Source: an optimization exercise on an open RTL-to-GDS flow (aim: small area). Production flows keep margins and buffers that such runs may drop.
Only simulation tests tie the RTL to the original design; equivalence was not proved.
No activity file was given, so power comes from the tool's default toggle rates.

## ELEVATOR_TOP
module ELEVATOR_TOP (
    input CLK,
    input RST_N,
    input BTN_OPEN,
    input BTN_CLOSE,
    input EMG_STOP,
    input UART_RXD,
    input BTN_TX_STOP,
    output UART_TXD,
    output [6:0] HEX0,
    output [6:0] HEX1,
    output [6:0] HEX2,
    output [6:0] HEX3,
    output [6:0] HEX4,
    output [6:0] HEX5,
    output [6:0] HEX6,
    output [6:0] HEX7,
    output MOTOR_UP,
    output MOTOR_DN,
    output DOOR_OPEN_DRV,
    output DOOR_CLOSE_DRV
);
Size: about 11,000 µm² of cells after synthesis.
clock: 25.0 ns
lec_check: 0
cap_margin: 20
core_margin: 2
core_utilization: 40
slew_margin: 20
standard.sh (not shown) runs the stock make flow with config.mk's settings and CLKGATE_MAP_FILE= SYNTH_SCRIPT=/design/flow/synth_recipe.tcl, a recipe that flattens the netlist after the stock synthesis.
==> flow/flow/run.sh <==
#!/bin/bash
# Own layout flow: the standard synthesis, then an area-oriented re-map of
# the combinational logic (registers untouched), then the standard layout
# with the port buffers made from the smallest buffer cell.
set -euo pipefail
HERE=$(pwd)
R=$HERE/orfs/results/$FLOW_PLATFORM/ELEVATOR_TOP/base
YOSYS=yosys
[[ -x $FLOW_HOME/../tools/install/yosys/bin/yosys ]] && YOSYS=$FLOW_HOME/../tools/install/yosys/bin/yosys

bash standard.sh synth > $HERE/log_1_standard_synth.log 2>&1

cp $R/1_2_yosys.v $HERE/1_2_yosys_standard.v
export REMAP_LIB=$FLOW_HOME/platforms/sky130hd/lib/sky130_fd_sc_hd__tt_025C_1v80.lib
export REMAP_DONT_USE="$(make -s -C $FLOW_HOME DESIGN_CONFIG=$HERE/config.mk WORK_HOME=$HERE/orfs print-DONT_USE_CELLS 2>/dev/null | tail -1 | sed 's/^DONT_USE_CELLS: //')"
export REMAP_IN=$HERE/1_2_yosys_standard.v
export REMAP_OUT=$HERE/1_2_yosys_remap.v
export REMAP_STAT=$HERE/remap_stat.txt
export REMAP_SCRIPT=$HERE/flow/remap.abc
$YOSYS -c $HERE/flow/remap.tcl > $HERE/log_2_remap.log 2>&1
cp $REMAP_OUT $R/1_2_yosys.v
touch $R/1_2_yosys.v

export BUFFER_PORTS_ARGS="-buffer_cell sky130_fd_sc_hd__buf_1"
# clock tree: small clock buffers, larger sink clusters, no dummy loads
export CTS_ARGS="$(cat $HERE/flow/cts_args.txt)"
bash standard.sh finish > $HERE/log_3_standard_layout.log 2>&1
==> flow/flow/cts_args.txt <==
-sink_clustering_enable -repair_clock_nets -dont_use_dummy_load -buf_list sky130_fd_sc_hd__clkbuf_8 -sink_clustering_size 16 -sink_clustering_max_diameter 80
==> flow/flow/remap.abc <==
strash
&get -n
&deepsyn -I 1 -J 10 -S 1
&put
strash
&get -n
&st
&dch -f
&nf -a -R 1000
&put
strash
&get -n
&st
&dch -f
&nf -a -R 1000
&put
strash
&get -n
&st
&dch -f
&nf -a -R 1000
&put
strash
&get -n
&st
&dch -f
&nf -a -R 1000
&put
topo
==> flow/flow/remap.tcl <==
# Re-map the combinational logic of the standard synthesis netlist for area.
# Flip-flops and tie cells are kept as they are (same instances, names and
# cell types); only the gates between them are re-mapped by ABC.
yosys -import
set lib $::env(REMAP_LIB)
set dont_use {}
foreach c $::env(REMAP_DONT_USE) { lappend dont_use -dont_use $c }
read_liberty -ignore_miss_func $lib
read_verilog $::env(REMAP_IN)
hierarchy -top $::env(FLOW_TOP)
setattr -mod -set keep_hierarchy 1 sky130_fd_sc_hd__df* sky130_fd_sc_hd__edf* sky130_fd_sc_hd__sdf* sky130_fd_sc_hd__dl* sky130_fd_sc_hd__conb_1
flatten
opt_clean
select $::env(FLOW_TOP)
abc -liberty $lib {*}$dont_use -script $::env(REMAP_SCRIPT)
splitnets
opt_clean -purge
hilomap -singleton -hicell sky130_fd_sc_hd__conb_1 HI -locell sky130_fd_sc_hd__conb_1 LO
insbuf -buf sky130_fd_sc_hd__buf_1 A X
opt_clean -purge
tee -o $::env(REMAP_STAT) stat -liberty $lib
write_verilog -noattr -nohex -nodec -selected $::env(REMAP_OUT)
The first run passed the timing, design-rule and antenna checks.
Edit:
--- a/flow/flow/run.sh
+++ b/flow/flow/run.sh
@@ -17,5 +17,17 @@
-export REMAP_OUT=$HERE/1_2_yosys_remap.v
-export REMAP_STAT=$HERE/remap_stat.txt
-export REMAP_SCRIPT=$HERE/flow/remap.abc
-$YOSYS -c $HERE/flow/remap.tcl > $HERE/log_2_remap.log 2>&1
-cp $REMAP_OUT $R/1_2_yosys.v
+# eight ABC runs (four deepsyn seeds, each followed by eight or by four
+# rounds of area mapping), four at a time; keep the smallest netlist
+for s in 1 2 3 4 5 6 7 8; do
+  if (( s == 5 )); then wait; fi
+  ( REMAP_OUT=$HERE/1_2_yosys_remap_$s.v REMAP_STAT=$HERE/remap_stat_$s.txt REMAP_SCRIPT=$HERE/flow/remap_$s.abc \
+    $YOSYS -c $HERE/flow/remap.tcl > $HERE/log_2_remap_$s.log 2>&1 ) &
+done
+wait
+best=""; besta=""
+for s in 1 2 3 4 5 6 7 8; do
+  a=$(grep "Chip area for module" $HERE/remap_stat_$s.txt 2>/dev/null | tail -1 | awk '{print $NF}')
+  [[ -n "$a" && -s $HERE/1_2_yosys_remap_$s.v ]] || continue
+  if [[ -z "$best" ]] || awk -v a="$a" -v b="$besta" 'BEGIN{exit !(a<b)}'; then best=$s; besta=$a; fi
+done
+[[ -n "$best" ]]
+echo "remap: kept run $best, area $besta" > $HERE/remap_choice.txt
+cp $HERE/1_2_yosys_remap_$best.v $R/1_2_yosys.v
==> flow/flow/cts_args.txt (replaced) <==
-sink_clustering_enable -repair_clock_nets -dont_use_dummy_load -buf_list sky130_fd_sc_hd__clkbuf_8 -sink_clustering_size 22 -sink_clustering_max_diameter 60
==> flow/flow/remap_1.abc (new file) <==
strash
&get -n
&deepsyn -I 1 -J 10 -S 1
&put
strash
&get -n
&st
&dch -f
&nf -a -R 1000
&put
strash
&get -n
&st
&dch -f
&nf -a -R 1000
&put
strash
&get -n
&st
&dch -f
&nf -a -R 1000
&put
strash
&get -n
&st
&dch -f
&nf -a -R 1000
&put
strash
&get -n
&st
&dch -f
&nf -a -R 1000
&put
strash
&get -n
&st
&dch -f
&nf -a -R 1000
&put
strash
&get -n
&st
&dch -f
&nf -a -R 1000
&put
strash
&get -n
&st
&dch -f
&nf -a -R 1000
&put
topo
==> flow/flow/remap_2.abc (new file) <==
strash
&get -n
&deepsyn -I 1 -J 10 -S 2
&put
strash
&get -n
&st
&dch -f
&nf -a -R 1000
&put
strash
&get -n
&st
&dch -f
&nf -a -R 1000
&put
strash
&get -n
&st
&dch -f
&nf -a -R 1000
&put
strash
&get -n
&st
&dch -f
&nf -a -R 1000
&put
strash
&get -n
&st
&dch -f
&nf -a -R 1000
&put
strash
&get -n
&st
&dch -f
&nf -a -R 1000
&put
strash
&get -n
&st
&dch -f
&nf -a -R 1000
&put
strash
&get -n
&st
&dch -f
&nf -a -R 1000
&put
topo
==> flow/flow/remap_3.abc (new file) <==
strash
&get -n
&deepsyn -I 1 -J 10 -S 3
&put
strash
&get -n
&st
&dch -f
&nf -a -R 1000
&put
strash
&get -n
&st
&dch -f
&nf -a -R 1000
&put
strash
&get -n
&st
&dch -f
&nf -a -R 1000
&put
strash
&get -n
&st
&dch -f
&nf -a -R 1000
&put
strash
&get -n
&st
&dch -f
&nf -a -R 1000
&put
strash
&get -n
&st
&dch -f
&nf -a -R 1000
&put
strash
&get -n
&st
&dch -f
&nf -a -R 1000
&put
strash
&get -n
&st
&dch -f
&nf -a -R 1000
&put
topo
==> flow/flow/remap_4.abc (new file) <==
strash
&get -n
&deepsyn -I 1 -J 10 -S 4
&put
strash
&get -n
&st
&dch -f
&nf -a -R 1000
&put
strash
&get -n
&st
&dch -f
&nf -a -R 1000
&put
strash
&get -n
&st
&dch -f
&nf -a -R 1000
&put
strash
&get -n
&st
&dch -f
&nf -a -R 1000
&put
strash
&get -n
&st
&dch -f
&nf -a -R 1000
&put
strash
&get -n
&st
&dch -f
&nf -a -R 1000
&put
strash
&get -n
&st
&dch -f
&nf -a -R 1000
&put
strash
&get -n
&st
&dch -f
&nf -a -R 1000
&put
topo
==> flow/flow/remap_5.abc (new file) <==
strash
&get -n
&deepsyn -I 1 -J 10 -S 1
&put
strash
&get -n
&st
&dch -f
&nf -a -R 1000
&put
strash
&get -n
&st
&dch -f
&nf -a -R 1000
&put
strash
&get -n
&st
&dch -f
&nf -a -R 1000
&put
strash
&get -n
&st
&dch -f
&nf -a -R 1000
&put
topo
==> flow/flow/remap_6.abc (new file) <==
strash
&get -n
&deepsyn -I 1 -J 10 -S 2
&put
strash
&get -n
&st
&dch -f
&nf -a -R 1000
&put
strash
&get -n
&st
&dch -f
&nf -a -R 1000
&put
strash
&get -n
&st
&dch -f
&nf -a -R 1000
&put
strash
&get -n
&st
&dch -f
&nf -a -R 1000
&put
topo
==> flow/flow/remap_7.abc (new file) <==
strash
&get -n
&deepsyn -I 1 -J 10 -S 3
&put
strash
&get -n
&st
&dch -f
&nf -a -R 1000
&put
strash
&get -n
&st
&dch -f
&nf -a -R 1000
&put
strash
&get -n
&st
&dch -f
&nf -a -R 1000
&put
strash
&get -n
&st
&dch -f
&nf -a -R 1000
&put
topo
==> flow/flow/remap_8.abc (new file) <==
strash
&get -n
&deepsyn -I 1 -J 10 -S 4
&put
strash
&get -n
&st
&dch -f
&nf -a -R 1000
&put
strash
&get -n
&st
&dch -f
&nf -a -R 1000
&put
strash
&get -n
&st
&dch -f
&nf -a -R 1000
&put
strash
&get -n
&st
&dch -f
&nf -a -R 1000
&put
topo
CAP_MARGIN = 0   (was 20)
CORE_UTILIZATION = 60   (was 40)
SLEW_MARGIN = 0   (was 20)
removed: flow/flow/remap.abc
Power shrinks by 1.9%.
Critical path depth falls by 1.
Sequential power decreases by about 0.9%.
Global-route usage rose by 11 points.
Setup slack gains 0.32 ns.

## static timing again, ports no longer ideal
Ports are ideal in the flow. The routed layouts listed here were re-timed in OpenROAD.
Step 1, drivers: a clkbuf_16 drives CLK and a buf_2 each remaining input, both assumed.
Step 2 adds t to the input delays and takes it off the output delays; t is the mean of the earliest and latest rising clock arrival at the registers after step 1. Input paths then give back, and output paths get back, about the clock's delay inside the block.
Slacks: no drivers / after step 1 / after step 2; pairs: no drivers / after step 1.
run	t (ns)	slack for setup (ns)	hold WS [ns]	worst setup path after step 2	latest minus earliest clock arrival (ns)
the first run	0.563	15.918 / 15.875 / 16.438	0.317 / 0.317 / 0.317	register to output	0.041 / 0.042
the second run	0.561	16.236 / 16.193 / 16.754	0.356 / 0.356 / 0.356	register to output	0.070 / 0.070
After both steps setup and hold are still met in every run listed.
